Background: an optimization exercise with open tools, aiming at small area. Do not read the settings as production practice. At most, simulation tests tie the RTL to the original design; equivalence was not proved. For runs 4 and 5, only the layout was checked, not whether the RTL still works. No activity file was given, so power comes from the tool's default toggle rates.

`flow/design.v`:
```
module debayer
    #(
    parameter line_length = 64
    )
    (
        input               clk,
        input               reset,
        input               sof_in,
        input [9:0]         pixel_data,
        input               pixel_data_valid,
        output logic [15:0] pixel_out_data,
        output logic        pixel_out_data_valid,
        output logic        sof,
        output logic        sof_2
    );
    assign sof_2 = sof;
    localparam [2:0] ST_WAITFIRSTLINES = 3'd0,
                     ST_WAITFIRSTPIX   = 3'd1,
                     ST_G_B            = 3'd2,
                     ST_G_R            = 3'd3,
                     ST_R              = 3'd4,
                     ST_B              = 3'd5;
    localparam SEG = line_length - 5;    
    wire rst = reset | sof_in;
    logic [2:0]  db_state;
    logic        last_gb;
    logic [5:0]  pixel_x;
    logic [5:1]  pixel_valid;
    logic [8:0]  pixels_received;        
    logic [4:1]  hit;                    
    logic        sclr;
    logic [1:0]  rd_lvl;                 
    logic [1:0]  rd_lvl_d;
    logic [2:0]  xtra;                   
    logic        rgb_pixel_valid;
    logic [9:0]  buf_pixel, buf2_pixel;
    wire sh = pixel_valid[2] & ~rst;
    logic [4:0][9:0] w4;
    logic [4:0][7:0] w3, w2, w1;
    logic [4:2][7:0] w0;
    logic [SEG-1:0][7:0] d3;
    logic [SEG:0][7:0]   d2, d1, d0;
    always @(posedge clk) begin
        if (sh) begin
            w4 <= {buf2_pixel, w4[4:1]};
            d3 <= {d3[SEG-2:0], w4[0][9:2]};
            w3 <= {d3[SEG-1], w3[4:1]};
            d2 <= {d2[SEG-1:0], w3[0]};
            w2 <= {(xtra[2] ? d2[SEG] : d2[SEG-1]), w2[4:1]};
            d1 <= {d1[SEG-1:0], w2[0]};
            w1 <= {(xtra[1] ? d1[SEG] : d1[SEG-1]), w1[4:1]};
            d0 <= {d0[SEG-1:0], w1[0]};
            w0 <= {(xtra[0] ? d0[SEG] : d0[SEG-1]), w0[4:3]};
        end
    end
    function automatic [9:0] ex(input [7:0] v);
        ex = {v, 2'b10};
    endfunction
    wire [9:0] p02 = ex(w0[2]);
    wire [9:0] p11 = ex(w1[1]), p12 = ex(w1[2]), p13 = ex(w1[3]);
    wire [9:0] p20 = ex(w2[0]), p21 = ex(w2[1]), p22 = ex(w2[2]), p23 = ex(w2[3]), p24 = ex(w2[4]);
    wire [9:0] p31 = ex(w3[1]), p32 = ex(w3[2]), p33 = ex(w3[3]);
    wire [9:0] p42 = w4[2];
    wire signed [15:0] s_gatrb = 16'sd0 + (p22 << 2) + ((p12 + p21 + p23 + p32) << 1)
                                 - (p02 + p20 + p24 + p42);
    wire signed [15:0] s_ratg_r_b = 16'sd0 + (p22 << 2) + p22 + ((p21 + p23) << 2)
                                 + ((p02 + p42) >> 1)
                                 - (p20 + p11 + p31 + p13 + p24 + p33);
    wire signed [15:0] s_ratg_b_r = 16'sd0 + (p22 << 2) + p22 + ((p12 + p32) << 2)
                                 + ((p20 + p24) >> 1)
                                 - (p02 + p11 + p31 + p13 + p42 + p33);
    wire signed [15:0] s_ratb = 16'sd0 + (p22 << 2) + (p22 << 1) + ((p11 + p13 + p31 + p33) << 1)
                                 - ((p02 + (p02 >> 1)) + (p20 + (p20 >> 1))
                                  + (p24 + (p24 >> 1)) + (p42 + (p42 >> 1)));
    function automatic [5:0] top6(input signed [15:0] s);
        top6 = s[15] ? 6'd0 : (s[14] | s[13]) ? 6'h3F : s[12:7];
    endfunction
    logic [5:0] k_g;         
    logic [4:0] k_b;         
    logic [4:0] k_rgb;       
    logic [4:0] k_rgr;       
    logic [5:0] k_c;         
    always @(posedge clk) begin
        k_g   <= top6(s_gatrb);
        k_b   <= top6(s_ratb) >> 1;
        k_rgb <= top6(s_ratg_r_b) >> 1;
        k_rgr <= top6(s_ratg_b_r) >> 1;
        k_c   <= p22[9:4];
    end
    logic [2:0] nstate;
    logic       n_last_gb;
    logic [5:0] n_pixel_x;
    always_comb begin
        nstate    = db_state;
        n_last_gb = last_gb;
        n_pixel_x = pixel_x;
        if (pixel_valid[4] && hit[4])
            nstate = ST_G_R;
        case (db_state)
            ST_R: if (pixel_valid[5]) begin
                n_pixel_x = pixel_x + 6'd2;
                if (pixel_x == line_length - 6) begin
                    nstate    = ST_WAITFIRSTPIX;
                    n_last_gb = 1'b0;
                end else
                    nstate = ST_G_R;
            end
            ST_G_R: if (pixel_valid[5]) nstate = ST_R;
            ST_G_B: if (pixel_valid[5]) begin
                n_pixel_x = pixel_x + 6'd2;
                if (pixel_x == line_length - 6) begin
                    nstate    = ST_WAITFIRSTPIX;
                    n_last_gb = 1'b1;
                end else
                    nstate = ST_B;
            end
            ST_B: if (pixel_valid[5]) nstate = ST_G_B;
            ST_WAITFIRSTPIX: if (pixel_valid[5]) begin
                if (pixel_x == line_length - 1) begin
                    n_pixel_x = 6'd0;
                    nstate    = last_gb ? ST_G_R : ST_B;
                end else
                    n_pixel_x = pixel_x + 6'd1;
            end
            default: ;
        endcase
    end
    logic [15:0] c1, colors;
    always @(posedge clk) begin
        case (nstate)
            ST_R:    c1 <= {k_b,          k_g,      k_c[5:1]};
            ST_G_R:  c1 <= {k_rgr,        k_c,      k_rgb};
            ST_G_B:  c1 <= {k_rgb,        k_c,      k_rgr};
            default: c1 <= {k_c[5:1],     k_g,      k_b};
        endcase
        colors         <= c1;
        pixel_out_data <= colors;
    end
    always @(posedge clk) begin
        buf_pixel  <= pixel_data;
        buf2_pixel <= buf_pixel;
        sclr       <= rst;
        if (rst) begin
            db_state             <= ST_WAITFIRSTLINES;
            pixel_x              <= 6'd0;
            pixel_valid          <= 5'd0;
            pixels_received      <= 9'd0;
            hit                  <= 4'd0;
            rd_lvl               <= 2'd0;
            sof                  <= 1'b0;
            rgb_pixel_valid      <= 1'b0;
            pixel_out_data_valid <= 1'b0;
        end else begin
            pixel_valid          <= {pixel_valid[4:1], pixel_data_valid};
            pixel_out_data_valid <= rgb_pixel_valid;
            rd_lvl_d             <= rd_lvl;
            if (sclr)
                xtra <= (rd_lvl_d == 2'd3) ? 3'b111 : (rd_lvl_d == 2'd2) ? 3'b110 :
                        (rd_lvl_d == 2'd1) ? 3'b100 : 3'b000;
            rd_lvl <= 2'd0;
            hit    <= {hit[3:1], 1'b0};
            if (pixel_data_valid) begin
                if (pixels_received != 9'd261)
                    pixels_received <= pixels_received + 9'd1;
                hit[1] <= (pixels_received == 9'd260);
                rd_lvl <= (pixels_received > 9'd180) ? 2'd3 :
                          (pixels_received > 9'd121) ? 2'd2 :
                          (pixels_received > 9'd62)  ? 2'd1 : 2'd0;
            end
            if (pixel_valid[4] && hit[4])
                sof <= 1'b1;
            if (db_state == ST_R)
                sof <= 1'b0;
            db_state <= nstate;
            last_gb  <= n_last_gb;
            pixel_x  <= n_pixel_x;
            rgb_pixel_valid <= (db_state == ST_R || db_state == ST_G_R ||
                                db_state == ST_G_B || db_state == ST_B) && pixel_valid[5];
        end
    end
endmodule
```
`flow/run.sh`:
```
#!/bin/bash
# synth_recipe.tcl (not shown) runs the flow's synth.tcl, then flattens the netlist and writes it again
# the make line also repeats each setting of config.mk as NAME=value (left out here)
make -C /OpenROAD-flow-scripts/flow DESIGN_CONFIG=/design/flow/config.mk WORK_HOME=/design/flow/orfs CLKGATE_MAP_FILE= SYNTH_SCRIPT=/design/flow/synth_recipe.tcl finish
```
`flow/config.mk`:
```
export PLATFORM = sky130hd
export DESIGN_NAME = debayer
export DESIGN_NICKNAME = debayer
export VERILOG_FILES = /design/flow/design.v
export SDC_FILE = /design/flow/constraint.sdc
export NUM_CORES = 4
export LEC_CHECK = 0
export CAP_MARGIN = 20
export CORE_MARGIN = 2
export CORE_UTILIZATION = 40
export SLEW_MARGIN = 20
```
`flow/constraint.sdc`:
```
create_clock -name core_clock -period 6.0 [get_ports {clk}]
set_input_delay 1.2000 -clock core_clock [delete_from_list [all_inputs] [get_ports {clk}]]
set_output_delay 1.2000 -clock core_clock [all_outputs]
set_load 0.01 [all_outputs]
```
==> results.cfg, run 1 <==
[floorplan]
die_x_um = 447
core_um2 = 195000
die-area_um2 = 200000
ios = 33
rows = 162
initial_core_util_pct = 40.2
dieHeight_um = 447

[hold_path]
min_to = pixel_out_data[5]$_DFF_P_
hold_path_class = reg -> reg
hold_depth = 0
min_from = colors[5]$_DFF_P_

[detailed_routing]
routed_wirelength_um = 122000
avgRoutedWirePerCell_um = 17.6
via_count = 31100
ant_nets = 0
firstDrtPassIters = 5
drt_iter0_markers = 2646
drc = 0
drt-vias-per-instance = 4.49

[timing]
max_freq_mhz = 157
relSlewSlack_pct = 26.9
fin_crit_sh_pct = 106
layout_setup_ws_ps = -367
worst_pin_slew_ps = 1100
finClkSkew_ps = 36.7
finalCriticalPeriod_ps = 6370
setup_viol = 10
hold_viol_final = 0
finalMaxSlewViolations = 0
hold_ws_ps = 325
setup_tns_ps = -2120
rsz0062_at_grt = true

[grt]
antenna_found_initial = 4
grt_pass1_vias = 31600
gr-total-overflow = 0
grt_max_degree = 132
grt_util_all_layers_pct = 12.3
grt_first_pass_wirelength_um = 187000

[critical_path]
cp_data_arrival_time_ps = 7020
r2r_end = k_rgr[1]$_SDFF_PN0_
reg2reg_slack_ps = -370
setup.worst_path.start_class = flip-flop
rr_startpoint = w2[33]$_DFFE_PP_
cp_max_fo = 4
critPathRequiredTime_ps = 6660
r2r_cells = 27
criticalPathCategory = reg -> reg
endpoint_kind = flip-flop

[synth]
yosysMostFrequentCell = edfxtp_1
ys_types = 75
synthesis.area_um2 = 78400
synthArstFlopShare_pct = 0
syn-num-nets = 4081
yosysSeqAreaShare_pct = 84.0
yosys.area.top_type_share_pct = 80.8
syn_avg_cell_area_um2 = 21.6
ys_warn_count = 1
synth-main-ff-cell = edfxtp_1
synth_edf_count = 2108
netlist_top_cells_area = edfxtp_1, fa_1, dfxtp_1
syn_inst = 3634
ys_ff_latch = 2236
synth_commonest_cells = edfxtp_1, inv_1, fa_1
yosys.area.top_type = edfxtp_1

[clocking]
clk_path_buf_depth = 3
worstSkewPairLatency_ps = 820
cts_htree_levels = 4
cts_made_buffers = 200
cts_hold_buffers = 0
clkSinkCount = 2236
tritoncts = done
clk_pin_slew_worst_paths_ps = 70
clockRootBuffer = clkbuf_16

[place]
dpl.cell_count = 6511
dp_slack_ps = -637
dp_hpwl_um = 76800
io_buffers = 32
placed_area_um2 = 84000
place_congestion = 0.850

[finish]
layout-area-overhead-vs-synth_pct = 16.8
fin_area_um2 = 91500
drive_gt1_share_pct = 17.3
fin_cells = 6926
final_util_pct = 47.0
fin_nets = 4581

[power]
power_density_nw_per_um2 = 318
ir_drop_mv = 0.300
total_power_mw = 29.1
p_leak_nw = 25.7

[status]
violatedChecks = setup timing
outcome = finished with violations

[run]
cap_violations = 0
-- cell usage in the layout, fill, tap and decap left out, drive strengths merged, types with 6 or more instances in the layout --
cell type / synthesis / routed
and2: 17 / 17
nand2b: 13 / 13
buf: 8 / 284
clkbuf: 10 / 247
o211ai: 7 / 7
clkinv: 0 / 93
and3: 14 / 14
nand3: 12 / 12
nand2: 37 / 37
nor2: 74 / 74
edfxtp: 2108 / 2108
mux2i: 14 / 14
a21o: 30 / 30
o21a: 12 / 12
mux2: 30 / 30
nor2b: 13 / 13
xnor2: 38 / 38
xor2: 28 / 28
o21ai: 42 / 42
clkdlybuf4s50: 0 / 32
ha: 192 / 192
bufinv: 0 / 13
nor3: 13 / 13
a221oi: 11 / 11
a31oi: 6 / 6
o21bai: 16 / 16
a211oi: 7 / 7
dfxtp: 128 / 128
fa: 241 / 241
a21boi: 8 / 8
inv: 395 / 404
a21oi: 54 / 54
-- power breakdown --
group,leakage [nW],switching (mW),internal (mW)
logic,8.41,0.0385,0.0163
clock network,3.10,5.39,6.81
registers,14.2,0.00639,16.8
total,25.7,5.44,23.7
-- registers in the layout, indices dropped and copies added (netlist names), 10 cells and up --
name / count
buf2_pixel: 10
colors: 16
pixel_out_data: 16
d0: 480
c1: 16
w0: 24
w2: 40
w1: 40
w3: 40
d1: 480
buf_pixel: 10
d2: 480
d3: 472
w4: 46
-- how the worst max path moves through the flow --
stage	from	endpoint	slack, ps	depth (start not counted)
after floorplan	sof_in	d0[0]$_DFFE_PP_	-10370	3
after global placement	w2[33]$_DFFE_PP_	k_rgr[3]$_SDFF_PN0_	-540	25
after detailed placement	w2[33]$_DFFE_PP_	k_rgr[3]$_SDFF_PN0_	-640	25
after CTS	w2[33]$_DFFE_PP_	k_rgr[1]$_SDFF_PN0_	-290	26
after global routing	w2[2]$_DFFE_PP_	k_rgr[1]$_SDFF_PN0_	-580	25
final	w2[33]$_DFFE_PP_	k_rgr[1]$_SDFF_PN0_	-370	27
-- critical path, stage by stage, from the launching register on --
cell and delay, ps:
edfxtp_1 430, buf_6 150, ha_4 230, nor2b_4 120, o21ai_2 130, buf_6 130, nand2b_4 50, a21o_1 180
a21o_1 210, a21o_1 200, a21oi_2 180, xnor2_2 90, fa_1 490, fa_1 500, inv_1 50, fa_1 520
inv_2 50, fa_2 510, ha_4 290, and3_4 190, nor2b_4 160, a221oi_4 80, a31oi_4 230, o22ai_2 150
buf_4 150, or4_1 480, o311ai_2 130, a21oi_1 120
-- metal layers --
metal / vias up / routed length, um / track usage [%]
met5: - / 0 / 0
met4: 0 / 2590 / 3.36
met3: 190 / 5160 / 2.47
met2: 516 / 53800 / 18.1
met1: 15900 / 60300 / 18.6
li1: 14500 / - / -
-- cell families (layout without fill, tap and decap cells) --
logic type      after synthesis  count (layout)  synth area share, %
mux                          44              44                0.610
buf+inv                     413            1077                 2.00
compound gates              221             221                 1.97
other cells                   0               4                    0
fa+ha+maj                   433             433                 9.22
flops                      2236            2236                 84.0
xor+xnor                     66              66                0.747
simple gates                221             221                 1.43
-- layout make-up --
class / instances / area, um^2
Tap cell: 2624 / 3280
Timing Repair Buffer: 316 / 2780
Inverter: 395 / 1500
Clock buffer: 247 / 5250
Fill cell: 16000 / 103000
Sequential cell: 2236 / 65900
Clock inverter: 119 / 1100
Antenna cell: 4 / 10.0
Multi-Input combinational cell: 985 / 11800
-- what timing repair did --
item,4_1_cts,5_1_grt
setup buffers,25,22
pin swaps,102,94
hold endpoints to repair,0,0
resized for setup,109,73
endpoints found under the setup margin,21,21
==> inputs of run 2 (changes only) <==
--- a/flow/design.v
+++ b/flow/design.v
@@ -55,23 +55,27 @@
     end
-    function automatic [9:0] ex(input [7:0] v);
-        ex = {v, 2'b10};
+    wire [7:0] q02 = w0[2];
+    wire [7:0] q11 = w1[1], q12 = w1[2], q13 = w1[3];
+    wire [7:0] q20 = w2[0], q21 = w2[1], q22 = w2[2], q23 = w2[3], q24 = w2[4];
+    wire [7:0] q31 = w3[1], q32 = w3[2], q33 = w3[3];
+    wire [9:0] r   = w4[2];
+    wire [15:0] s_gatrb = 16'd18 + {q22, 4'd0}
+                        + {q12, 3'd0} + {q21, 3'd0} + {q23, 3'd0} + {q32, 3'd0}
+                        - {q02, 2'd0} - {q20, 2'd0} - {q24, 2'd0} - r;
+    wire [15:0] s2_ratg_r_b = 16'd30 + {q22, 5'd0} + {q22, 3'd0}
+                        + {q21, 5'd0} + {q23, 5'd0} + {q02, 2'd0} + {r[9:1], 1'b0}
+                        - {q20, 3'd0} - {q24, 3'd0}
+                        - {q11, 3'd0} - {q13, 3'd0} - {q31, 3'd0} - {q33, 3'd0};
+    wire [15:0] s2_ratg_b_r = 16'd36 + {q22, 5'd0} + {q22, 3'd0}
+                        + {q12, 5'd0} + {q32, 5'd0} + {q20, 2'd0} + {q24, 2'd0}
+                        - {q02, 3'd0} - {r, 1'b0}
+                        - {q11, 3'd0} - {q13, 3'd0} - {q31, 3'd0} - {q33, 3'd0};
+    wire [15:0] s2_ratb = 16'd38 + {q22, 5'd0} + {q22, 4'd0}
+                        + {q11, 4'd0} + {q13, 4'd0} + {q31, 4'd0} + {q33, 4'd0}
+                        - {q02, 3'd0} - {q02, 2'd0} - {q20, 3'd0} - {q20, 2'd0}
+                        - {q24, 3'd0} - {q24, 2'd0} - {r, 1'b0} - r + r[0];
+    function automatic [5:0] top6(input [15:0] s);
+        top6 = s[15] ? 6'd0 : (s[14] | s[13]) ? 6'h3F : s[12:7];
     endfunction
-    wire [9:0] p02 = ex(w0[2]);
-    wire [9:0] p11 = ex(w1[1]), p12 = ex(w1[2]), p13 = ex(w1[3]);
-    wire [9:0] p20 = ex(w2[0]), p21 = ex(w2[1]), p22 = ex(w2[2]), p23 = ex(w2[3]), p24 = ex(w2[4]);
-    wire [9:0] p31 = ex(w3[1]), p32 = ex(w3[2]), p33 = ex(w3[3]);
-    wire [9:0] p42 = w4[2];
-    wire signed [15:0] s_gatrb = 16'sd0 + (p22 << 2) + ((p12 + p21 + p23 + p32) << 1)
-                                 - (p02 + p20 + p24 + p42);
-    wire signed [15:0] s_ratg_r_b = 16'sd0 + (p22 << 2) + p22 + ((p21 + p23) << 2)
-                                 + ((p02 + p42) >> 1)
-                                 - (p20 + p11 + p31 + p13 + p24 + p33);
-    wire signed [15:0] s_ratg_b_r = 16'sd0 + (p22 << 2) + p22 + ((p12 + p32) << 2)
-                                 + ((p20 + p24) >> 1)
-                                 - (p02 + p11 + p31 + p13 + p42 + p33);
-    wire signed [15:0] s_ratb = 16'sd0 + (p22 << 2) + (p22 << 1) + ((p11 + p13 + p31 + p33) << 1)
-                                 - ((p02 + (p02 >> 1)) + (p20 + (p20 >> 1))
-                                  + (p24 + (p24 >> 1)) + (p42 + (p42 >> 1)));
-    function automatic [5:0] top6(input signed [15:0] s);
-        top6 = s[15] ? 6'd0 : (s[14] | s[13]) ? 6'h3F : s[12:7];
+    function automatic [5:0] top6x2(input [15:0] s2);
+        top6x2 = s2[15] ? 6'd0 : s2[14] ? 6'h3F : s2[13:8];
     endfunction
@@ -84,6 +88,6 @@
         k_g   <= top6(s_gatrb);
-        k_b   <= top6(s_ratb) >> 1;
-        k_rgb <= top6(s_ratg_r_b) >> 1;
-        k_rgr <= top6(s_ratg_b_r) >> 1;
-        k_c   <= p22[9:4];
+        k_b   <= top6x2(s2_ratb) >> 1;
+        k_rgb <= top6x2(s2_ratg_r_b) >> 1;
+        k_rgr <= top6x2(s2_ratg_b_r) >> 1;
+        k_c   <= q22[7:2];
     end
--- a/flow/config.mk
+++ b/flow/config.mk
@@ -10,2 +10,4 @@
 export CORE_UTILIZATION = 40
+export CTS_BUF_LIST = sky130_fd_sc_hd__clkbuf_4 sky130_fd_sc_hd__clkbuf_8
+export CTS_CLUSTER_SIZE = 30
 export SLEW_MARGIN = 20
==> run 2 against run 1 <==
The run now finishes clean. Area after synthesis down 1.2%. Non-clock buffer count down 221. Wire length down 0.69%. Power rose by 1.8%. Critical endpoint is now k_rgb[1]$_SDFF_PP0_. Largest cell class unchanged.
==> results.cfg, run 2 <==
[finish]
top_regs = d0: 480 flops, d1: 480 flops, d2: 480 flops
layout-area-overhead-vs-synth_pct = 14.4
n_fill_cell = 16000
fin_area_um2 = 88700
drive_gt1_share_pct = 16.2
fin_nets = 4320
final_cell_mix = edfxtp_1, inv_1, clkbuf_8, fa_1, dfxtp_1
fin_cells = 6688
mostFrequentLayoutCell = edfxtp_1

[place]
dpl.cell_count = 6050
place_congestion = 0.849
io_buffers = 32
placed_area_um2 = 81600
dp_hpwl_um = 72100

[critical_path]
cp_data_arrival_time_ps = 6690
startpoint = w2[4]$_DFFE_PP_
r2r_cells = 17
endpoint_kind = flip-flop
r2r_end = k_rgb[1]$_SDFF_PP0_
rr_startpoint = w2[4]$_DFFE_PP_
reg2reg_slack_ps = 270
slowest_stage = fa_1
crit_chain = inv_1 -> fa_1 -> inv_1 -> fa_1 -> fa_1 -> inv_1 -> fa_1 -> inv_1 -> fa_1 -> inv_1 -> ha_1 -> o21a_1 -> o21ai_0 -> a211oi_1 -> o31a_1 -> or3b_2 -> a32oi_1
endpoint = k_rgb[1]$_SDFF_PP0_
criticalPathCategory = reg -> reg
critPathRequiredTime_ps = 6960
slowest_delay_ps = 570
setup.worst_path.start_class = flip-flop
cp_max_fo = 4

[detailed_routing]
firstDrtPassIters = 7
drt_iter0_markers = 2356
avgRoutedWirePerCell_um = 18.1
routed_wirelength_um = 121000
drt-vias-per-instance = 4.50
via_count = 30100
drc = 0
ant_nets = 0

[grt]
grt_pass1_vias = 31100
grt_first_pass_wirelength_um = 185000
antenna_found_initial = 8
gr-total-overflow = 0
grt_max_degree = 158
grt_util_all_layers_pct = 12.3

[clocking]
cts_setup_buffers = 0
cts_hold_buffers = 0
cts_htree_levels = 5
clk_path_buf_depth = 4
worstSkewPairLatency_ps = 1040
clkSinkCount = 2236
post_cts_resized = 0
tritoncts = done
cts_made_buffers = 363
clk_pin_slew_worst_paths_ps = 60
clockRootBuffer = clkbuf_8

[synth]
synth_commonest_cells = edfxtp_1, inv_1, fa_1
yosysMostFrequentCell = edfxtp_1
ys_warn_count = 1
netlist_top_cells_area = edfxtp_1, fa_1, dfxtp_1
ys_types = 83
yosys.area.top_type = edfxtp_1
syn_avg_cell_area_um2 = 22.5
synth-main-ff-cell = edfxtp_1
synthArstFlopShare_pct = 0
synthesis.area_um2 = 77500
syn-num-nets = 3876
syn_inst = 3445
yosys.area.top_type_share_pct = 81.7
ys_ff_latch = 2236
synth_edf_count = 2108
yosysSeqAreaShare_pct = 85.0

[floorplan]
rows = 161
die-area_um2 = 197000
core_um2 = 193000
dieHeight_um = 444
ios = 33
initial_core_util_pct = 40.2
die_x_um = 444

[timing]
setup_viol = 0
rsz0062_at_grt = false
hold_ws_ps = 325
hold_viol_final = 0
finalCriticalPeriod_ps = 5730
setup_tns_ps = 0
finalMaxSlewViolations = 0
max_freq_mhz = 175
relSlewSlack_pct = 41.5
fin_crit_sh_pct = 95.5
worst_pin_slew_ps = 878
finClkSkew_ps = 110

[power]
p_leak_nw = 24.7
ir_drop_mv = 0.204
power_density_nw_per_um2 = 334

[status]
outcome = complete, no violations

[hold_path]
hold_path_class = reg -> reg

[run]
cap_violations = 0
[run 2: changes by cell type in the layout (fill, tap and decap cells not counted), sizes merged, moves of 21 or more]
cell and change:
clkbuf +248, buf -221, ha -65, fa +49, a21oi -34, nor2 -28, xnor2 -22, clkinv +21
[run 2: power by group]
group | switching, mW | internal, mW
sequential | 0.00649 | 16.8
combinational | 0.0386 | 0.0156
clock | 5.63 | 7.08
[run 2: cell families after synthesis]
kind of cell	count (synthesis)	share of synthesized area, %
AOI/OAI and AO/OA	152	1.50
buffers and inverters	419	2.05
DFF	2236	85.0
muxes	31	0.449
xor gates and xnor gates	30	0.339
adders and majority gates	417	9.55
and+or+nand+nor	160	1.10
[run 2: worst max-delay path: cells and delay by family (launching register included)]
kind | cells | cell delay [ps]
AOI/OAI and AO/OA | 5 | 1380
and+or+nand+nor | 1 | 500
adders and majority gates | 6 | 2920
DFF | 1 | 490
buffers and inverters | 5 | 400
[run 2: worst min path at each step]
stage,from,end,slack [ps],depth (start not counted)
floorplan,buf_pixel[0]$_DFF_P_,buf2_pixel[0]$_DFF_P_,310,0
global placement,colors[12]$_DFF_P_,pixel_out_data[12]$_DFF_P_,310,0
detailed placement,colors[12]$_DFF_P_,pixel_out_data[12]$_DFF_P_,310,0
CTS,colors[8]$_DFF_P_,pixel_out_data[8]$_DFF_P_,320,0
global route,c1[5]$_DFF_P_,colors[5]$_DFF_P_,330,0
finish,c1[8]$_DFF_P_,colors[8]$_DFF_P_,320,0
[run 2: metrics by stage]
| stage | utilization [%] | total power, mW | setup WS, ps |
|---|---|---|---|
| after CTS | 46.0 | 30.2 | 224 |
| after detailed placement | 42.4 | 17.2 | 208 |
| after global placement | 42.4 | 17.2 | 274 |
| after floorplan | - | 17.2 | -10430 |
| after global routing | 46.0 | 30.8 | 10.8 |
| final | 46.0 | 29.6 | 272 |
[run 2: per-layer routing]
metal / part of all wire (%) / GRT usage, % / up-vias / wire length [um]
met5: 0.0099 / 0 / - / 12
met4: 2.9 / 5.04 / 2 / 3500
met3: 4.9 / 3.26 / 257 / 5890
met2: 43 / 17.2 / 575 / 52700
met1: 49 / 18.4 / 15500 / 59000
li1: - / - / 13700 / -
[run 2: layout make-up]
type	instances	area [um^2]	share of cell area, %
Timing Repair Buffer	95	1030	1.16
Clock inverter	138	913	1.03
Tap cell	2526	3160	3.57
Multi-Input combinational cell	790	10000	11.3
Clock buffer	495	6140	6.92
Inverter	403	1510	1.71
Sequential cell	2236	65900	74.3
Antenna cell	5	12.5	0.0141
==> inputs of run 3 (changes only) <==
--- a/flow/config.mk
+++ b/flow/config.mk
@@ -10,4 +10,2 @@
 export CORE_UTILIZATION = 40
-export CTS_BUF_LIST = sky130_fd_sc_hd__clkbuf_4 sky130_fd_sc_hd__clkbuf_8
-export CTS_CLUSTER_SIZE = 30
 export SLEW_MARGIN = 20
==> run 3 against run 2 <==
Still clean. Clock skew fell by 39 ps. Wire length fell by 2.0%. Design area rose by 0.11%. Sequential power barely moved. Via count fell by 2.7%. Worst hold slack got worse by 12 ps. Critical path type unchanged. Largest cell class unchanged.
==> results.cfg, run 3 <==
[critical_path]
slowest_stage = fa_1
cp_max_fo = 4
crit_chain = inv_1 -> fa_1 -> inv_1 -> fa_1 -> inv_1 -> fa_1 -> fa_1 -> fa_1 -> inv_1 -> fa_1 -> inv_1 -> ha_1 -> nand4_1 -> a221oi_1 -> buf_4 -> a21o_1 -> a21oi_1 -> a211oi_1 -> o21a_1
crit_top_cell = fa_1
r2r_cells = 19
criticalPathCategory = reg -> reg
rr_startpoint = w4[25]$_DFFE_PP_
reg2reg_slack_ps = 280
slowest_delay_ps = 550
r2r_end = k_b[0]$_SDFF_PP0_
endpoint_kind = flip-flop
setup.worst_path.start_class = flip-flop
critPathRequiredTime_ps = 6740
cp_data_arrival_time_ps = 6470

[power]
power_density_nw_per_um2 = 341
switching_share_pct = 18.9
power.clock.fraction_pct = 44.3
p_int_mw = 24.6
p_seq_share_pct = 55.5
total_power_mw = 30.3
switchingPower_mw = 5.74
combPwrFrac_pct = 0.2
ir_drop_mv = 0.250
p_leak_nw = 24.4

[timing]
relSlewSlack_pct = 41.6
finClkSkew_ps = 71.3
hold_viol_final = 0
finalMaxSlewViolations = 0
worst_pin_slew_ps = 875
setup_viol = 0
setup_tns_ps = 0
finalCriticalPeriod_ps = 5720
max_freq_mhz = 175
fin_crit_sh_pct = 95.4
hold_ws_ps = 313
layout_setup_ws_ps = 275
rsz0062_at_grt = false

[floorplan]
dieHeight_um = 444
die_x_um = 444
rows = 161
die-area_um2 = 197000
core_um2 = 193000
initial_core_util_pct = 40.2
ios = 33

[place]
io_buffers = 32
place_congestion = 0.849
placed_area_um2 = 81600
dp_slack_ps = 208
dp_hpwl_um = 72100
dpl.cell_count = 6050

[detailed_routing]
avgRoutedWirePerCell_um = 18.4
via_count = 29300
firstDrtPassIters = 5
drt-vias-per-instance = 4.54
ant_nets = 0
drt_iter0_markers = 2325
routed_wirelength_um = 119000
drc = 0

[synth]
synth_edf_count = 2108
ys_ff_latch = 2236
synth-main-ff-cell = edfxtp_1
yosys.area.top_type_share_pct = 81.7
ys_warn_count = 1
syn-num-nets = 3876
syn_avg_cell_area_um2 = 22.5
yosysSeqAreaShare_pct = 85.0
netlist_top_cells_area = edfxtp_1, fa_1, dfxtp_1
synthArstFlopShare_pct = 0
syn_inst = 3445
synthesis.area_um2 = 77500
yosysMostFrequentCell = edfxtp_1
ys_types = 83
yosys.area.top_type = edfxtp_1
synth_commonest_cells = edfxtp_1, inv_1, fa_1

[clocking]
clk_path_buf_depth = 3
worstSkewPairLatency_ps = 840
clkSinkCount = 2236
cts_made_buffers = 217
tritoncts = done
cts_htree_levels = 4
cts_hold_buffers = 0
clk_pin_slew_worst_paths_ps = 60
clockRootBuffer = clkbuf_16

[finish]
final_cell_mix = edfxtp_1, inv_1, fa_1, clkbuf_16, dfxtp_1
n_fill_cell = 15900
fin_area_um2 = 88800
register_area_um2 = 65900
mostFrequentLayoutCell = edfxtp_1
fin_nets = 4175
top_regs = d0: 480 flops, d1: 480 flops, d2: 480 flops
layout-area-overhead-vs-synth_pct = 14.6
final_util_pct = 46.1
fin_cells = 6456
drive_gt1_share_pct = 10.9
multi_input_area_um2 = 10000

[grt]
grt_pass1_vias = 29800
grt_first_pass_wirelength_um = 181000
gr-total-overflow = 0
antenna_found_initial = 7
grt_util_all_layers_pct = 12.1
grt_max_degree = 158

[hold_path]
min_from = colors[14]$_DFF_P_
min_to = pixel_out_data[14]$_DFF_P_
hold_path_class = reg -> reg
hold_depth = 0

[status]
outcome = complete, no violations

[run]
cap_violations = 0
-- run 3: cell counts after synthesis --
No cell type changed its count.
-- run 3: kinds of logic (layout without fill, tap and decap cells) --
group / count (synthesis) / count (layout) / synth area share (%)
flip-flops: 2236 / 2236 / 85.0
buffers and inverters: 419 / 902 / 2.05
adder cells (fa/ha/maj): 417 / 417 / 9.55
AND/OR/NAND/NOR: 160 / 160 / 1.10
AO/OA/AOI/OAI: 152 / 152 / 1.50
multiplexers: 31 / 31 / 0.449
XOR/XNOR: 30 / 30 / 0.339
other: 0 / 2 / 0
-- run 3: worst max-delay path: cells and delay by family (launching register included) --
| family | cells | cell delay, ps |
|---|---|---|
| and+or+nand+nor | 1 | 160 |
| buffers and inverters | 6 | 560 |
| adders and majority gates | 7 | 3260 |
| AOI/OAI and AO/OA | 5 | 1230 |
| DFF | 1 | 460 |
-- run 3: worst max path at each step --
stage | startpoint | end | cells after the start
2_1_floorplan | sof_in | d0[0]$_DFFE_PP_ | 3
3_3_place_gp | w4[24]$_DFFE_PP_ | k_b[3]$_SDFF_PP0_ | 19
3_5_place_dp | w2[4]$_DFFE_PP_ | k_rgb[1]$_SDFF_PP0_ | 17
4_1_cts | w4[24]$_DFFE_PP_ | k_b[0]$_SDFF_PP0_ | 19
5_1_grt | w4[25]$_DFFE_PP_ | k_b[0]$_SDFF_PP0_ | 19
6_report | w4[25]$_DFFE_PP_ | k_b[0]$_SDFF_PP0_ | 19
-- run 3: layout make-up --
type	count	area share, %
Antenna cell	2	0.00564
Clock buffer	269	6.47
Clock inverter	134	1.59
Inverter	403	1.70
Multi-Input combinational cell	790	11.3
Sequential cell	2236	74.2
Tap cell	2526	3.56
Timing Repair Buffer	96	1.17
-- run 3: per-layer routing --
metal / GRT usage (%) / share of wire (%) / up-vias
met2: 17.0 / 43 / 455
li1: - / - / 13400
met3: 2.99 / 4.6 / 234
met5: 0 / 0.010 / -
met1: 18.2 / 49 / 15200
met4: 4.18 / 2.8 / 2
-- run 3: power groups by stage --
stage	Clock, mW	Sequential [mW]	Combinational [mW]
6_report	13.4	16.8	0.0543
3_3_place_gp	0	17.2	0.0550
3_5_place_dp	0	17.2	0.0560
4_1_cts	13.9	16.8	0.0558
5_1_grt	14.5	16.8	0.0599
2_1_floorplan	0	17.2	0.0331
-- run 3: what timing repair did --
action | CTS | global route
setup buffers | 0 | 1
gates resized for setup | 0 | 1
setup endpoints to repair | 0 | 3
==> inputs of run 4 (changes only) <==
--- a/flow/design.v
+++ b/flow/design.v
@@ -60,17 +60,24 @@
     wire [9:0] r   = w4[2];
-    wire [15:0] s_gatrb = 16'd18 + {q22, 4'd0}
-                        + {q12, 3'd0} + {q21, 3'd0} + {q23, 3'd0} + {q32, 3'd0}
-                        - {q02, 2'd0} - {q20, 2'd0} - {q24, 2'd0} - r;
-    wire [15:0] s2_ratg_r_b = 16'd30 + {q22, 5'd0} + {q22, 3'd0}
-                        + {q21, 5'd0} + {q23, 5'd0} + {q02, 2'd0} + {r[9:1], 1'b0}
-                        - {q20, 3'd0} - {q24, 3'd0}
-                        - {q11, 3'd0} - {q13, 3'd0} - {q31, 3'd0} - {q33, 3'd0};
-    wire [15:0] s2_ratg_b_r = 16'd36 + {q22, 5'd0} + {q22, 3'd0}
-                        + {q12, 5'd0} + {q32, 5'd0} + {q20, 2'd0} + {q24, 2'd0}
-                        - {q02, 3'd0} - {r, 1'b0}
-                        - {q11, 3'd0} - {q13, 3'd0} - {q31, 3'd0} - {q33, 3'd0};
-    wire [15:0] s2_ratb = 16'd38 + {q22, 5'd0} + {q22, 4'd0}
-                        + {q11, 4'd0} + {q13, 4'd0} + {q31, 4'd0} + {q33, 4'd0}
-                        - {q02, 3'd0} - {q02, 2'd0} - {q20, 3'd0} - {q20, 2'd0}
-                        - {q24, 3'd0} - {q24, 2'd0} - {r, 1'b0} - r + r[0];
+    logic [7:0] pa, pb;          
+    logic [8:0] pnh, pnv, pfh;   
+    logic [9:0] pr, pd;          
+    always @(posedge clk) begin
+        pa  <= q22;
+        pb  <= q02;
+        pnh <= q21 + q23;
+        pnv <= q12 + q32;
+        pfh <= q20 + q24;
+        pr  <= r;
+        pd  <= q11 + q13 + q31 + q33;
+    end
+    wire [15:0] s_gatrb = 16'd18 + {pa, 4'd0} + {pnh, 3'd0} + {pnv, 3'd0}
+                        - {pfh, 2'd0} - {pb, 2'd0} - pr;
+    wire [15:0] x40 = {pa, 5'd0} + {pa, 3'd0} - {pd, 3'd0};
+    wire [15:0] s2_ratg_r_b = 16'd30 + x40 + {pnh, 5'd0}
+                        + {pb, 2'd0} + {pr[9:1], 1'b0} - {pfh, 3'd0};
+    wire [15:0] s2_ratg_b_r = 16'd36 + x40 + {pnv, 5'd0}
+                        + {pfh, 2'd0} - {pb, 3'd0} - {pr, 1'b0};
+    wire [15:0] s2_ratb = 16'd38 + {pa, 5'd0} + {pa, 4'd0} + {pd, 4'd0}
+                        - {pfh, 3'd0} - {pfh, 2'd0} - {pb, 3'd0} - {pb, 2'd0}
+                        - {pr, 1'b0} - pr + pr[0];
     function automatic [5:0] top6(input [15:0] s);
@@ -81,14 +88,7 @@
     endfunction
-    logic [5:0] k_g;         
-    logic [4:0] k_b;         
-    logic [4:0] k_rgb;       
-    logic [4:0] k_rgr;       
-    logic [5:0] k_c;         
-    always @(posedge clk) begin
-        k_g   <= top6(s_gatrb);
-        k_b   <= top6x2(s2_ratb) >> 1;
-        k_rgb <= top6x2(s2_ratg_r_b) >> 1;
-        k_rgr <= top6x2(s2_ratg_b_r) >> 1;
-        k_c   <= q22[7:2];
-    end
+    wire [5:0] k_g   = top6(s_gatrb);            
+    wire [4:0] k_b   = top6x2(s2_ratb) >> 1;      
+    wire [4:0] k_rgb = top6x2(s2_ratg_r_b) >> 1;  
+    wire [4:0] k_rgr = top6x2(s2_ratg_b_r) >> 1;  
+    wire [5:0] k_c   = pa[7:2];                   
     logic [2:0] nstate;
--- a/flow/config.mk
+++ b/flow/config.mk
@@ -10,2 +10,4 @@
 export CORE_UTILIZATION = 40
+export CTS_CLUSTER_DIAMETER = 100
+export CTS_CLUSTER_SIZE = 30
 export SLEW_MARGIN = 20
==> run 4 against run 3 <==
Still clean. First-iteration DRC count grew 9.3%. Fmax up 0.78%. Die area is 1.7% lower. Register-to-register slack gained 40 ps. Synthesized cell count is 2.1% lower. Clock skew fell by 14 ps. Critical path depth grew 5. Critical endpoint is now c1[12]$_DFF_P_. Largest cell class unchanged. Highest routed layer is now met4.
==> results.cfg, run 4 <==
[clocking]
worstSkewPairLatency_ps = 770
clk_path_buf_depth = 3
cts_htree_levels = 3
clkSinkCount = 2272
cts_made_buffers = 89
cts_hold_buffers = 0
clockRootBuffer = clkbuf_16
clk_pin_slew_worst_paths_ps = 120
tritoncts = done

[critical_path]
path_depth = 24
slowest_delay_ps = 530
r2r_end = c1[12]$_DFF_P_
cp_top_family = adder cells
cp_max_fo = 4
criticalPathCategory = reg -> reg
crit_buf_inv = 3
setup.worst_path.start_class = flip-flop
cp_data_arrival_time_ps = 6330
critPathRequiredTime_ps = 6650
slowest_stage = fa_1
reg2reg_slack_ps = 320
crit_top_cell = ha_1
startpoint = pa[0]$_DFF_P_
r2r_cells = 24
rr_startpoint = pa[0]$_DFF_P_
endpoint = c1[12]$_DFF_P_
crit_chain = inv_1 -> fa_1 -> inv_1 -> ha_1 -> o21a_1 -> o21ai_0 -> nand2b_1 -> a21oi_1 -> o21bai_1 -> a21o_1 -> a21oi_2 -> xor2_2 -> fa_1 -> inv_1 -> ha_1 -> ha_1 -> ha_1 -> and3_1 -> a31oi_2 -> and2_1 -> o21ai_0 -> or3_4 -> o21a_1 -> a221oi_2
endpoint_kind = flip-flop

[synth]
synthArstFlopShare_pct = 0
ys_ff_latch = 2272
synth_edf_count = 2108
syn_avg_cell_area_um2 = 22.6
synthesis.area_um2 = 76100
yosys.area.top_type_share_pct = 83.1
syn_inst = 3373
yosysSeqAreaShare_pct = 87.4
yosysMostFrequentCell = edfxtp_1
ys_warn_count = 1
syn-num-nets = 3713
ys_types = 72
netlist_top_cells_area = edfxtp_1, dfxtp_1, fa_1
synth-main-ff-cell = edfxtp_1
synth_commonest_cells = edfxtp_1, inv_1, ha_1
yosys.area.top_type = edfxtp_1

[timing]
fin_crit_sh_pct = 94.7
finClkSkew_ps = 57.1
rsz0062_at_grt = false
finalMaxSlewViolations = 0
finalCriticalPeriod_ps = 5680
max_freq_mhz = 176
worst_pin_slew_ps = 911
relSlewSlack_pct = 39.2
setup_viol = 0
hold_viol_final = 0
setup_tns_ps = 0

[finish]
layout-area-overhead-vs-synth_pct = 9.16
top_regs = d0: 480 flops, d1: 480 flops, d2: 480 flops
mostFrequentLayoutCell = edfxtp_1
drive_gt1_share_pct = 6.50
fin_nets = 3882
final_cell_mix = edfxtp_1, inv_1, ha_1, dfxtp_1, fa_1

[floorplan]
rows = 160
ios = 33
dieHeight_um = 440
initial_core_util_pct = 40.2
die_x_um = 440
die-area_um2 = 194000
core_um2 = 190000

[place]
dp_hpwl_um = 61500
place_congestion = 0.804
io_buffers = 32

[power]
p_seq_share_pct = 69.4
combPwrFrac_pct = 0.2
total_power_mw = 24.6
p_int_mw = 20.0
power_density_nw_per_um2 = 296
p_leak_nw = 21.2
ir_drop_mv = 0.233
switchingPower_mw = 4.54
power.clock.fraction_pct = 30.4
switching_share_pct = 18.5

[grt]
antenna_found_initial = 8
gr-total-overflow = 0
grt_max_degree = 144
grt_util_all_layers_pct = 10.5
grt_first_pass_wirelength_um = 158000
grt_pass1_vias = 27300

[detailed_routing]
via_count = 27900
avgRoutedWirePerCell_um = 16.8
ant_nets = 0
drt-vias-per-instance = 4.56
firstDrtPassIters = 5
drc = 0
drt_iter0_markers = 2541
routed_wirelength_um = 103000

[run]
cap_violations = 0

[hold_path]
hold_path_class = reg -> reg
hold_depth = 0

[status]
outcome = complete, no violations
==> run 4: worst register-to-register path: cells and delay by family (launching register included) <==
family	cells	cell delay, ps
adders and majority gates	6	2180
DFF	1	360
AOI/OAI and AO/OA	10	1740
buffers and inverters	3	180
xor gates and xnor gates	1	220
and+or+nand+nor	4	880
==> run 4: routing by layer <==
layer  part of all wire, %  global-route usage (%)  up-vias
met1                    52                    16.8    14400
met5                     0                       0        -
li1                      -                       -    13000
met2                    42                    14.6      337
met4                   2.3                    2.89        0
met3                   3.8                    1.84      122
==> run 4: how the worst min path moves through the flow <==
stage	startpoint	end	slack (ps)
5_1_grt	w0[7]$_DFFE_PP_	pb[7]$_DFF_P_	330
3_3_place_gp	buf_pixel[9]$_DFF_P_	buf2_pixel[9]$_DFF_P_	310
6_report	buf_pixel[0]$_DFF_P_	buf2_pixel[0]$_DFF_P_	320
3_5_place_dp	c1[9]$_DFF_P_	colors[9]$_DFF_P_	310
2_1_floorplan	buf_pixel[0]$_DFF_P_	buf2_pixel[0]$_DFF_P_	310
4_1_cts	w0[7]$_DFFE_PP_	pb[7]$_DFF_P_	320
==> run 4: cells by family (layout without fill, tap and decap cells) <==
kind of cell / count (synthesis) / count (layout) / synth area share [%]
simple gates: 203 / 203 / 1.33
fa+ha+maj: 326 / 326 / 6.88
buf+inv: 270 / 496 / 1.35
compound gates: 213 / 213 / 1.89
other cells: 0 / 1 / 0
flops: 2272 / 2272 / 87.4
mux: 27 / 27 / 0.396
xor+xnor: 62 / 62 / 0.713
==> run 4: power groups by stage <==
stage | sequential [mW] | clock (mW) | combinational (mW)
5_1_grt | 17.1 | 8.35 | 0.0590
6_report | 17.0 | 7.46 | 0.0527
4_1_cts | 17.1 | 7.89 | 0.0545
2_1_floorplan | 17.4 | 0 | 0.0322
3_5_place_dp | 17.4 | 0 | 0.0547
3_3_place_gp | 17.4 | 0 | 0.0532
==> run 4: layout make-up <==
type / count / area [um^2]
antenna: 1 / 2.50
clock buffer: 131 / 2390
clock inverter: 17 / 335
fill: 15900 / 106000
inverter: 256 / 961
multi-input combinational: 831 / 8690
sequential: 2272 / 66600
tap: 2511 / 3140
timing repair buffer: 92 / 1020
==> run 4: what timing repair did <==
action                     in CTS  in global routing
setup endpoints to repair       0                 10
setup buffers                   0                  2
resized for setup               0                 31
==> run 4: stage by stage <==
stage	instances	hold slack, ps	utilization, %	cell area, um^2	setup slack (ps)
6_report	6111	325	43.8	83100	319
5_1_grt	6111	334	43.8	83100	0.800
4_1_cts	6108	321	43.8	83000	20.6
3_5_place_dp	5960	312	42.3	80200	107
3_3_place_gp	5960	310	42.3	80200	170
2_1_floorplan	3373	310	-	76200	-10450
==> inputs of run 5 (changes only) <==
--- a/flow/config.mk
+++ b/flow/config.mk
@@ -9,3 +9,3 @@
 export CORE_MARGIN = 2
-export CORE_UTILIZATION = 40
+export CORE_UTILIZATION = 60
 export CTS_CLUSTER_DIAMETER = 100
==> run 5 against run 4 <==
Clock power is 5.1% lower. Largest cell class unchanged. First-iteration DRC count is 6.0% lower. Register-to-register slack lost 70 ps. Cell count is 14% lower. Worst hold slack lost 0.99 ps. Fmax down 1.2%. Global-route usage rose by 5.8 points. Critical path depth unchanged. Core utilization increased by 21 points.
==> results.cfg, run 5 <==
[synth]
synthArstFlopShare_pct = 0
yosysSeqAreaShare_pct = 87.4
synth_edf_count = 2108
yosys.area.top_type_share_pct = 83.1
yosysMostFrequentCell = edfxtp_1
ys_warn_count = 1
ys_ff_latch = 2272
synth-main-ff-cell = edfxtp_1
netlist_top_cells_area = edfxtp_1, dfxtp_1, fa_1
ys_types = 72
syn-num-nets = 3713
synthesis.area_um2 = 76100
syn_inst = 3373
syn_avg_cell_area_um2 = 22.6
yosys.area.top_type = edfxtp_1
synth_commonest_cells = edfxtp_1, inv_1, ha_1

[clocking]
cts_made_buffers = 86
clk_pin_slew_worst_paths_ps = 100
clockRootBuffer = clkbuf_16
worstSkewPairLatency_ps = 730
cts_htree_levels = 3
tritoncts = done
clk_path_buf_depth = 3
cts_hold_buffers = 0
clkSinkCount = 2272

[place]
io_buffers = 32
dp_hpwl_um = 65000
placed_area_um2 = 79200
dp_slack_ps = -123
place_congestion = 0.834
dpl.cell_count = 5112

[grt]
grt_pass1_vias = 28000
grt_max_degree = 150
grt_first_pass_wirelength_um = 162000
antenna_found_initial = 5
gr-total-overflow = 0
grt_util_all_layers_pct = 16.3

[timing]
worst_pin_slew_ps = 893
finalMaxSlewViolations = 0
fin_crit_sh_pct = 95.8
setup_tns_ps = 0
layout_setup_ws_ps = 252
relSlewSlack_pct = 40.5
hold_viol_final = 0
setup_viol = 0
finClkSkew_ps = 28.6
hold_ws_ps = 324
max_freq_mhz = 174
finalCriticalPeriod_ps = 5750

[power]
p_leak_nw = 21.1
ir_drop_mv = 0.224
total_power_mw = 24.2
power_density_nw_per_um2 = 295

[finish]
fin_area_um2 = 81900
top_regs = d0: 480 flops, d1: 480 flops, d2: 480 flops
fin_cells = 5273
final_util_pct = 65.2
mostFrequentLayoutCell = edfxtp_1
drive_gt1_share_pct = 6.43
register_area_um2 = 66600
final_cell_mix = edfxtp_1, inv_1, ha_1, dfxtp_1, fa_1
n_fill_cell = 8109
num_antenna_cells = 0
multi_input_area_um2 = 8660
layout-area-overhead-vs-synth_pct = 7.59
fin_nets = 3891

[critical_path]
criticalPathCategory = reg -> reg
cp_data_arrival_time_ps = 6370
r2r_cells = 24
critPathRequiredTime_ps = 6620
setup.worst_path.start_class = flip-flop
reg2reg_slack_ps = 250
cp_max_fo = 9
endpoint_kind = flip-flop

[detailed_routing]
firstDrtPassIters = 8
ant_nets = 0
routed_wirelength_um = 105000
via_count = 28000
drc = 0
drt_iter0_markers = 2388
drt-vias-per-instance = 5.31
avgRoutedWirePerCell_um = 19.9

[floorplan]
rows = 130
initial_core_util_pct = 60.6
die_x_um = 360
core_um2 = 126000
ios = 33
die-area_um2 = 130000
dieHeight_um = 360

[run]
cap_violations = 0

[hold_path]
hold_path_class = reg -> reg
hold_depth = 0

[status]
outcome = complete, no violations
==> run 5: cell counts after synthesis <==
Identical to the previous run, type by type.
==> run 5: cells by family (layout without fill, tap and decap cells) <==
| kind of cell | Yosys count | count (layout) | synth area share [%] |
|---|---|---|---|
| xor+xnor | 62 | 62 | 0.713 |
| flops | 2272 | 2272 | 87.4 |
| mux | 27 | 27 | 0.396 |
| simple gates | 203 | 203 | 1.33 |
| buf+inv | 270 | 520 | 1.35 |
| fa+ha+maj | 326 | 326 | 6.88 |
| compound gates | 213 | 213 | 1.89 |
==> run 5: routing by layer <==
metal	wire length [um]	global-route usage [%]	part of all wire, %
met1	52700	26.4	50
met2	46600	23.8	44
met3	3540	2.32	3.4
met4	1900	4.13	1.8
met5	0	0	0
==> run 5: path summary, 6_finish.rpt <==
check                            start                     to
setup / recovery         pa[0]$_DFF_P_         c1[12]$_DFF_P_
hold / removal    buf_pixel[6]$_DFF_P_  buf2_pixel[6]$_DFF_P_
setup reg to reg         pa[0]$_DFF_P_         c1[12]$_DFF_P_
hold reg to reg   buf_pixel[6]$_DFF_P_  buf2_pixel[6]$_DFF_P_
==> run 5: worst max-delay path, cell delays in order, from the launching register on <==
cell,delay (ps)
dfxtp_2,360
inv_2,70
fa_1,530
inv_1,40
ha_1,350
a21oi_1,170
o21bai_1,100
a21oi_2,180
nor2_1,60
nor2_1,190
o21ai_0,180
a2111oi_1,420
nand3b_1,210
ha_1,250
inv_1,60
ha_1,160
fa_1,420
ha_2,420
nor2b_1,170
nor2_1,70
xnor2_1,170
o21ai_1,140
or3_4,430
o21a_1,220
a221oi_2,280
==> run 5: area by class of cell <==
class / instances / area share, %
Clock buffer: 151 / 2.96
Clock inverter: 9 / 0.168
Inverter: 256 / 1.17
Multi-Input combinational cell: 831 / 10.6
Sequential cell: 2272 / 81.3
Tap cell: 1650 / 2.52
Timing Repair Buffer: 104 / 1.33
==> run 5: what timing repair did <==
action | 4_1_cts | 5_1_grt
pin swaps | 2 | 3
gates resized for setup | 5 | 26
setup buffers | 1 | 0
setup endpoints to repair | 6 | 10
==> run 5: power by group <==
group / internal [mW] / switching [mW] / total (mW)
combinational: 0.0158 / 0.0376 / 0.0533
sequential: 17.0 / 0.00697 / 17.0
clock: 2.84 / 4.24 / 7.08
==> inputs of run 6 (changes only) <==
--- a/flow/design.v
+++ b/flow/design.v
@@ -72,5 +72,6 @@
     end
+    wire [15:0] x40 = {pa, 5'd0} + {pa, 3'd0} - {pd, 3'd0};    
+    wire [15:0] g   = pfh + pb;
     wire [15:0] s_gatrb = 16'd18 + {pa, 4'd0} + {pnh, 3'd0} + {pnv, 3'd0}
-                        - {pfh, 2'd0} - {pb, 2'd0} - pr;
-    wire [15:0] x40 = {pa, 5'd0} + {pa, 3'd0} - {pd, 3'd0};
+                        - {g, 2'd0} - pr;
     wire [15:0] s2_ratg_r_b = 16'd30 + x40 + {pnh, 5'd0}
@@ -79,5 +80,4 @@
                         + {pfh, 2'd0} - {pb, 3'd0} - {pr, 1'b0};
-    wire [15:0] s2_ratb = 16'd38 + {pa, 5'd0} + {pa, 4'd0} + {pd, 4'd0}
-                        - {pfh, 3'd0} - {pfh, 2'd0} - {pb, 3'd0} - {pb, 2'd0}
-                        - {pr, 1'b0} - pr + pr[0];
+    wire [15:0] s2_ratb = 16'd38 + {pa, 7'd0} - {x40, 1'b0}
+                        - {g, 3'd0} - {g, 2'd0} - {pr, 1'b0} - pr + pr[0];
     function automatic [5:0] top6(input [15:0] s);
--- a/flow/config.mk
+++ b/flow/config.mk
@@ -11,3 +11,3 @@
 export CTS_CLUSTER_DIAMETER = 100
-export CTS_CLUSTER_SIZE = 30
+export CTS_CLUSTER_SIZE = 25
 export SLEW_MARGIN = 20
==> run 6 against run 5 <==
Still clean on timing, DRC and antenna. Register-to-register slack improved by 30 ps. Critical path depth fell by 3. Area after synthesis decreased by 0.58%. Critical path type unchanged. Largest cell class unchanged.
==> results.cfg, run 6 <==
[timing]
finalCriticalPeriod_ps = 5720
hold_ws_ps = 334
relSlewSlack_pct = 30.8
finalMaxSlewViolations = 0
hold_viol_final = 0
max_freq_mhz = 175
fin_crit_sh_pct = 95.3
finClkSkew_ps = 30.9
worst_pin_slew_ps = 1040
setup_tns_ps = 0
setup_viol = 0

[finish]
n_fill_cell = 8046
fin_area_um2 = 82000
final_util_pct = 65.4
num_antenna_cells = 0
layout-area-overhead-vs-synth_pct = 8.26
mostFrequentLayoutCell = edfxtp_1
top_regs = d0: 480 flops, d1: 480 flops, d2: 480 flops
fin_nets = 3884
final_cell_mix = edfxtp_1, inv_1, dfxtp_1, ha_1, fa_1
fin_cells = 5294
drive_gt1_share_pct = 7.57

[power]
p_seq_share_pct = 69.1
switchingPower_mw = 4.39
switching_share_pct = 17.8
power.clock.fraction_pct = 30.7
combPwrFrac_pct = 0.2
p_int_mw = 20.3
ir_drop_mv = 0.309
p_leak_nw = 21.2
power_density_nw_per_um2 = 301

[detailed_routing]
drc = 0
firstDrtPassIters = 6
drt_iter0_markers = 2363
avgRoutedWirePerCell_um = 19.7
route.met2.wl_um = 46900
ant_nets = 0
wl_met3_um = 3260
drt-vias-per-instance = 5.27
via_count = 27900
routed_wirelength_um = 104000
drt-met1-wl_um = 52200
topRoutingLayerUsed = met4

[synth]
ys_warn_count = 1
synthArstFlopShare_pct = 0
synth_edf_count = 2108
ys_types = 76
synth_commonest_cells = edfxtp_1, inv_1, dfxtp_1
syn_inst = 3372
netlist_top_cells_area = edfxtp_1, dfxtp_1, fa_1
yosys.area.top_type = edfxtp_1
syn-num-nets = 3674
synthesis.area_um2 = 75700
yosysSeqAreaShare_pct = 87.9
syn_avg_cell_area_um2 = 22.5
ys_ff_latch = 2272
synth-main-ff-cell = edfxtp_1
yosysMostFrequentCell = edfxtp_1
yosys.area.top_type_share_pct = 83.6

[critical_path]
crit_top_cell = inv_1
critPathRequiredTime_ps = 6590
slowest_stage = fa_1
criticalPathCategory = reg -> reg
cp_top_family = adder cells
setup.worst_path.start_class = flip-flop
crit_buf_inv = 5
crit_chain = inv_1 -> fa_1 -> inv_1 -> ha_1 -> o21a_1 -> o21a_1 -> o22ai_1 -> xnor2_1 -> inv_1 -> fa_1 -> inv_1 -> fa_1 -> fa_1 -> inv_1 -> ha_1 -> a21o_1 -> a21oi_2 -> a21boi_2 -> or3_4 -> o2bb2a_2 -> o221ai_1
slowest_delay_ps = 560
cp_max_fo = 5
cp_data_arrival_time_ps = 6310
endpoint_kind = flip-flop

[clocking]
clkSinkCount = 2272
cts_made_buffers = 101
cts_hold_buffers = 0
cts_htree_levels = 3
clk_path_buf_depth = 3
clk_pin_slew_worst_paths_ps = 90
worstSkewPairLatency_ps = 740
clockRootBuffer = clkbuf_16
tritoncts = done

[place]
io_buffers = 32
placed_area_um2 = 78900
dpl.cell_count = 5127
place_congestion = 0.818
dp_hpwl_um = 63100

[floorplan]
dieHeight_um = 359
ios = 33
die-area_um2 = 129000
initial_core_util_pct = 60.4
die_x_um = 359
core_um2 = 125000
rows = 130

[grt]
gr-total-overflow = 0
antenna_found_initial = 3
grt_util_all_layers_pct = 16.4
grt_first_pass_wirelength_um = 163000
grt_max_degree = 156
grt_pass1_vias = 28400

[status]
outcome = complete, no violations

[hold_path]
hold_path_class = reg -> reg

[run]
cap_violations = 0
[run 6: cell count changes after synthesis, sizes merged, moves of 5 or more]
cell    change
xnor2       +9
fa         -30
a211o       -6
maj3        +5
a31oi       -9
nor2        -5
ha          -8
o21ai       -5
o211ai      +6
inv        +17
a21oi      +16
nand2       +5
[run 6: through the flow]
step                      worst slack (ps)  total power, mW
after floorplan                     -10440             17.5
after global placement                64.2             17.5
after detailed placement              48.2             17.5
after CTS                             30.2             25.0
after global routing                 -13.8             25.5
final                                  282             24.7
[run 6: power groups by stage]
stage               Combinational [mW]  Clock (mW)  Sequential, mW
finish                          0.0532        7.58            17.0
global route                    0.0594        8.43            17.1
CTS                             0.0544        7.92            17.0
detailed placement              0.0550           0            17.4
global placement                0.0525           0            17.4
floorplan                       0.0328           0            17.4
[run 6: timing repair]
action                     in CTS  in global routing
gates resized for setup         0                 35
setup endpoints to repair       0                 15
buffers inserted                0                  2
[run 6: cells by family after synthesis]
family | after synthesis | synth area share [%]
flops | 2272 | 87.9
fa+ha+maj | 293 | 6.07
buf+inv | 286 | 1.44
compound gates | 221 | 1.95
simple gates | 199 | 1.35
xor+xnor | 73 | 0.844
mux | 28 | 0.411
[run 6: area by class of cell]
cell class	count	area (um^2)	share of cell area (%)
multi-input cells	814	8220	10.0
inverters	273	1020	1.25
clock buffers	156	2730	3.34
well taps	1650	2060	2.52
repair buffers	120	1180	1.44
flip-flops and latches	2272	66600	81.2
clock inverters	9	155	0.189
[run 6: worst paths after layout]
path	start	endpoint	slack [ps]	depth (start not counted)
setup / recovery	pa[4]$_DFF_P_	c1[4]$_DFF_P_	280	21
hold reg to reg	buf_pixel[3]$_DFF_P_	buf2_pixel[3]$_DFF_P_	330	0
setup reg to reg	pa[4]$_DFF_P_	c1[4]$_DFF_P_	280	21
hold / removal	buf_pixel[3]$_DFF_P_	buf2_pixel[3]$_DFF_P_	330	0
[run 6: routing by layer]
layer / global-route usage (%) / vias up
li1: - / 13100
met4: 4.37 / 0
met5: 0 / -
met3: 2.10 / 118
met2: 24.3 / 396
met1: 26.3 / 14300
==> inputs of run 7 (changes only) <==
==> flow/flow/run.sh (new file) <==
#!/bin/bash
set -euo pipefail
export CTS_ARGS="-sink_clustering_enable -repair_clock_nets -dont_use_dummy_load -buf_list sky130_fd_sc_hd__clkbuf_8 -sink_clustering_size 18 -sink_clustering_max_diameter 60 -sink_clustering_levels 2"
bash standard.sh > run_standard.log 2>&1
==> flow/standard.sh (new file) <==
#!/bin/bash
# synth_recipe.tcl (not shown) runs the flow's synth.tcl, then flattens the netlist and writes it again
# the make line also repeats each setting of config.mk as NAME=value (left out here)
make -C /OpenROAD-flow-scripts/flow DESIGN_CONFIG=/design/flow/config.mk WORK_HOME=/design/flow/orfs CLKGATE_MAP_FILE= SYNTH_SCRIPT=/design/flow/synth_recipe.tcl "${@:-finish}"
--- a/flow/config.mk
+++ b/flow/config.mk
@@ -10,4 +10,2 @@
 export CORE_UTILIZATION = 60
-export CTS_CLUSTER_DIAMETER = 100
-export CTS_CLUSTER_SIZE = 25
 export SLEW_MARGIN = 20
removed: flow/run.sh
==> run 7 against run 6 <==
Still clean on timing, DRC and antenna. Clock-buffer cell count decreased by 6. Cell count decreased by 0.25%. Register-to-register slack got worse by 20 ps. Via count increased by 0.62%. Area after synthesis unchanged. Fmax decreased by 0.40%. Setup slack got worse by 23 ps. Highest routed layer unchanged.
==> results.cfg, run 7 <==
[critical_path]
r2r_end = c1[11]$_DFF_P_
rr_startpoint = pa[1]$_DFF_P_
startpoint = pa[1]$_DFF_P_
r2r_cells = 24
critPathRequiredTime_ps = 6690
setup.worst_path.start_class = flip-flop
cp_max_fo = 5
endpoint_kind = flip-flop
cp_data_arrival_time_ps = 6430
reg2reg_slack_ps = 260
criticalPathCategory = reg -> reg

[synth]
yosysMostFrequentCell = edfxtp_1
yosysSeqAreaShare_pct = 87.9
syn_inst = 3372
synth_commonest_cells = edfxtp_1, inv_1, dfxtp_1
syn_avg_cell_area_um2 = 22.5
yosys.area.top_type = edfxtp_1
ys_types = 76
synthesis.area_um2 = 75700
ys_warn_count = 1
yosys.area.top_type_share_pct = 83.6
netlist_top_cells_area = edfxtp_1, dfxtp_1, fa_1
syn-num-nets = 3674
synth-main-ff-cell = edfxtp_1
synth_edf_count = 2108
ys_ff_latch = 2272
synthArstFlopShare_pct = 0

[floorplan]
initial_core_util_pct = 60.4
die_x_um = 359
dieHeight_um = 359
ios = 33
die-area_um2 = 129000
rows = 130
core_um2 = 125000

[clocking]
clk_pin_slew_worst_paths_ps = 100
worstSkewPairLatency_ps = 900
cts_made_buffers = 150
clkSinkCount = 2272
clk_path_buf_depth = 3
cts_htree_levels = 4
clockRootBuffer = clkbuf_8
tritoncts = done

[run]
cap_violations = 0

[place]
placed_area_um2 = 78900
io_buffers = 32
place_congestion = 0.818
dpl.cell_count = 5127
dp_hpwl_um = 63100
dp_slack_ps = 48.2

[finish]
layout-area-overhead-vs-synth_pct = 7.20
fin_cells = 5281
mostFrequentLayoutCell = edfxtp_1
top_regs = d0: 480 flops, d1: 480 flops, d2: 480 flops
fin_area_um2 = 81200
drive_gt1_share_pct = 8.73
fin_nets = 3934
final_cell_mix = edfxtp_1, inv_1, ha_1, dfxtp_1, clkbuf_8

[power]
power_density_nw_per_um2 = 290
ir_drop_mv = 0.227
p_leak_nw = 20.9

[grt]
grt_util_all_layers_pct = 16.6
grt_first_pass_wirelength_um = 164000
gr-total-overflow = 0
antenna_found_initial = 4
grt_pass1_vias = 28900
grt_max_degree = 156

[timing]
layout_setup_ws_ps = 259
max_freq_mhz = 174
setup_tns_ps = 0
finClkSkew_ps = 79.8
hold_ws_ps = 314
fin_crit_sh_pct = 95.7
relSlewSlack_pct = 31.7
finalCriticalPeriod_ps = 5740
hold_viol_final = 0
setup_viol = 0
worst_pin_slew_ps = 1030
finalMaxSlewViolations = 0

[detailed_routing]
via_count = 28100
drt_iter0_markers = 2360
drc = 0
firstDrtPassIters = 5
drt-vias-per-instance = 5.31
routed_wirelength_um = 106000
avgRoutedWirePerCell_um = 20.0
ant_nets = 0

[hold_path]
min_to = buf2_pixel[2]$_DFF_P_
hold_depth = 0
min_from = buf_pixel[2]$_DFF_P_
hold_path_class = reg -> reg

[status]
outcome = complete, no violations
-- run 7: cell counts after synthesis --
Identical to the previous run, type by type.
-- run 7: cell families after synthesis --
family	count (synthesis)	synth area share [%]
DFF	2272	87.9
adders and majority gates	293	6.07
buffers and inverters	286	1.44
AOI/OAI and AO/OA	221	1.95
and+or+nand+nor	199	1.35
xor gates and xnor gates	73	0.844
muxes	28	0.411
-- run 7: report_power, final --
part	internal, mW	switching [mW]
clock network	2.25	4.16
registers	17.0	0.00697
logic	0.0158	0.0374
total	19.3	4.20
-- run 7: metal layers --
layer  wire, um  global-route usage, %
met5          0                      0
met1      52400                   26.3
met3       3820                   2.94
met4       2330                   4.77
met2      47000                   24.3
-- run 7: worst max path at each step --
stage	end	slack, ps
6_report	c1[11]$_DFF_P_	260
5_1_grt	c1[11]$_DFF_P_	-7
4_1_cts	c1[4]$_DFF_P_	10
3_5_place_dp	c1[13]$_DFF_P_	50
3_3_place_gp	c1[4]$_DFF_P_	60
2_1_floorplan	d0[0]$_DFFE_PP_	-10440
-- run 7: critical path: stages (launching register included) --
cell	delay [ps]
dfxtp_1	330
buf_4	160
fa_1	470
ha_1	390
o21ai_1	120
nand2b_1	90
a21o_1	180
a21o_1	180
a21o_1	180
a21o_1	220
xnor2_2	160
buf_4	150
fa_1	510
inv_1	60
fa_1	480
ha_4	320
nand3_1	110
or3b_4	400
o211ai_4	120
o21ai_2	100
a311oi_4	370
buf_4	170
a211oi_1	40
a21oi_1	150
o211ai_1	120
-- run 7: timing repair --
item,CTS,global route
endpoints found under the hold margin,0,0
gates cloned,0,0
buffers inserted,0,3
endpoints found under the setup margin,1,15
hold buffers,0,0
pin swaps,1,10
resized for setup,0,36
-- run 7: through the flow --
step           utilization, %  power [mW]
3_3_place_gp             62.9        17.5
6_report                 64.7        23.5
3_5_place_dp             62.9        17.5
5_1_grt                  64.7        24.4
2_1_floorplan               -        17.5
4_1_cts                  64.5        23.9
-- run 7: layout make-up --
cell class                      count  area [um^2]
Timing Repair Buffer              121         1190
Inverter                          273         1020
Antenna cell                        1         2.50
Fill cell                        8090        44200
Tap cell                         1650         2060
Sequential cell                  2272        66600
Clock buffer                      150         2060
Multi-Input combinational cell    814         8230

## port drivers added, routing unchanged
The results above use ideal ports. As a check the final layouts listed here were re-extracted and re-timed, cells and wires unchanged. Step 1: set_driving_cell puts a clkbuf_16 on clk and a buf_2 on each other input, an assumption about the parent block. Step 2 adds t to the input delays and takes it off the output delays; t is the mean of the earliest and latest rising clock arrival at the registers after step 1. Input paths then give back, and output paths get back, about the clock's delay inside the block. Three values: ideal, step 1, step 2; two values: the first two.
| run | shift t [ns] | setup WS [ns] | hold WS [ns] | worst setup path at the end | cell pins on the clock port's net |
|---|---|---|---|---|---|
| run 1 | 0.875 | -0.367 / -0.367 / -0.367 | 0.325 / 0.325 / 0.325 | register to register | 1 |
| run 2 | 1.062 | 0.272 / 0.272 / 0.272 | 0.325 / 0.325 / 0.325 | register to register | 1 |
| run 3 | 0.879 | 0.275 / 0.275 / 0.275 | 0.313 / 0.313 / 0.313 | register to register | 1 |
| run 4 | 0.812 | 0.319 / 0.319 / 0.319 | 0.325 / 0.325 / 0.325 | register to register | 1 |
| run 5 | 0.788 | 0.252 / 0.252 / 0.252 | 0.324 / 0.324 / 0.324 | register to register | 1 |
| run 6 | 0.794 | 0.282 / 0.282 / 0.282 | 0.334 / 0.334 / 0.334 | register to register | 1 |
| run 7 | 0.899 | 0.259 / 0.259 / 0.259 | 0.314 / 0.314 / 0.314 | register to register | 1 |
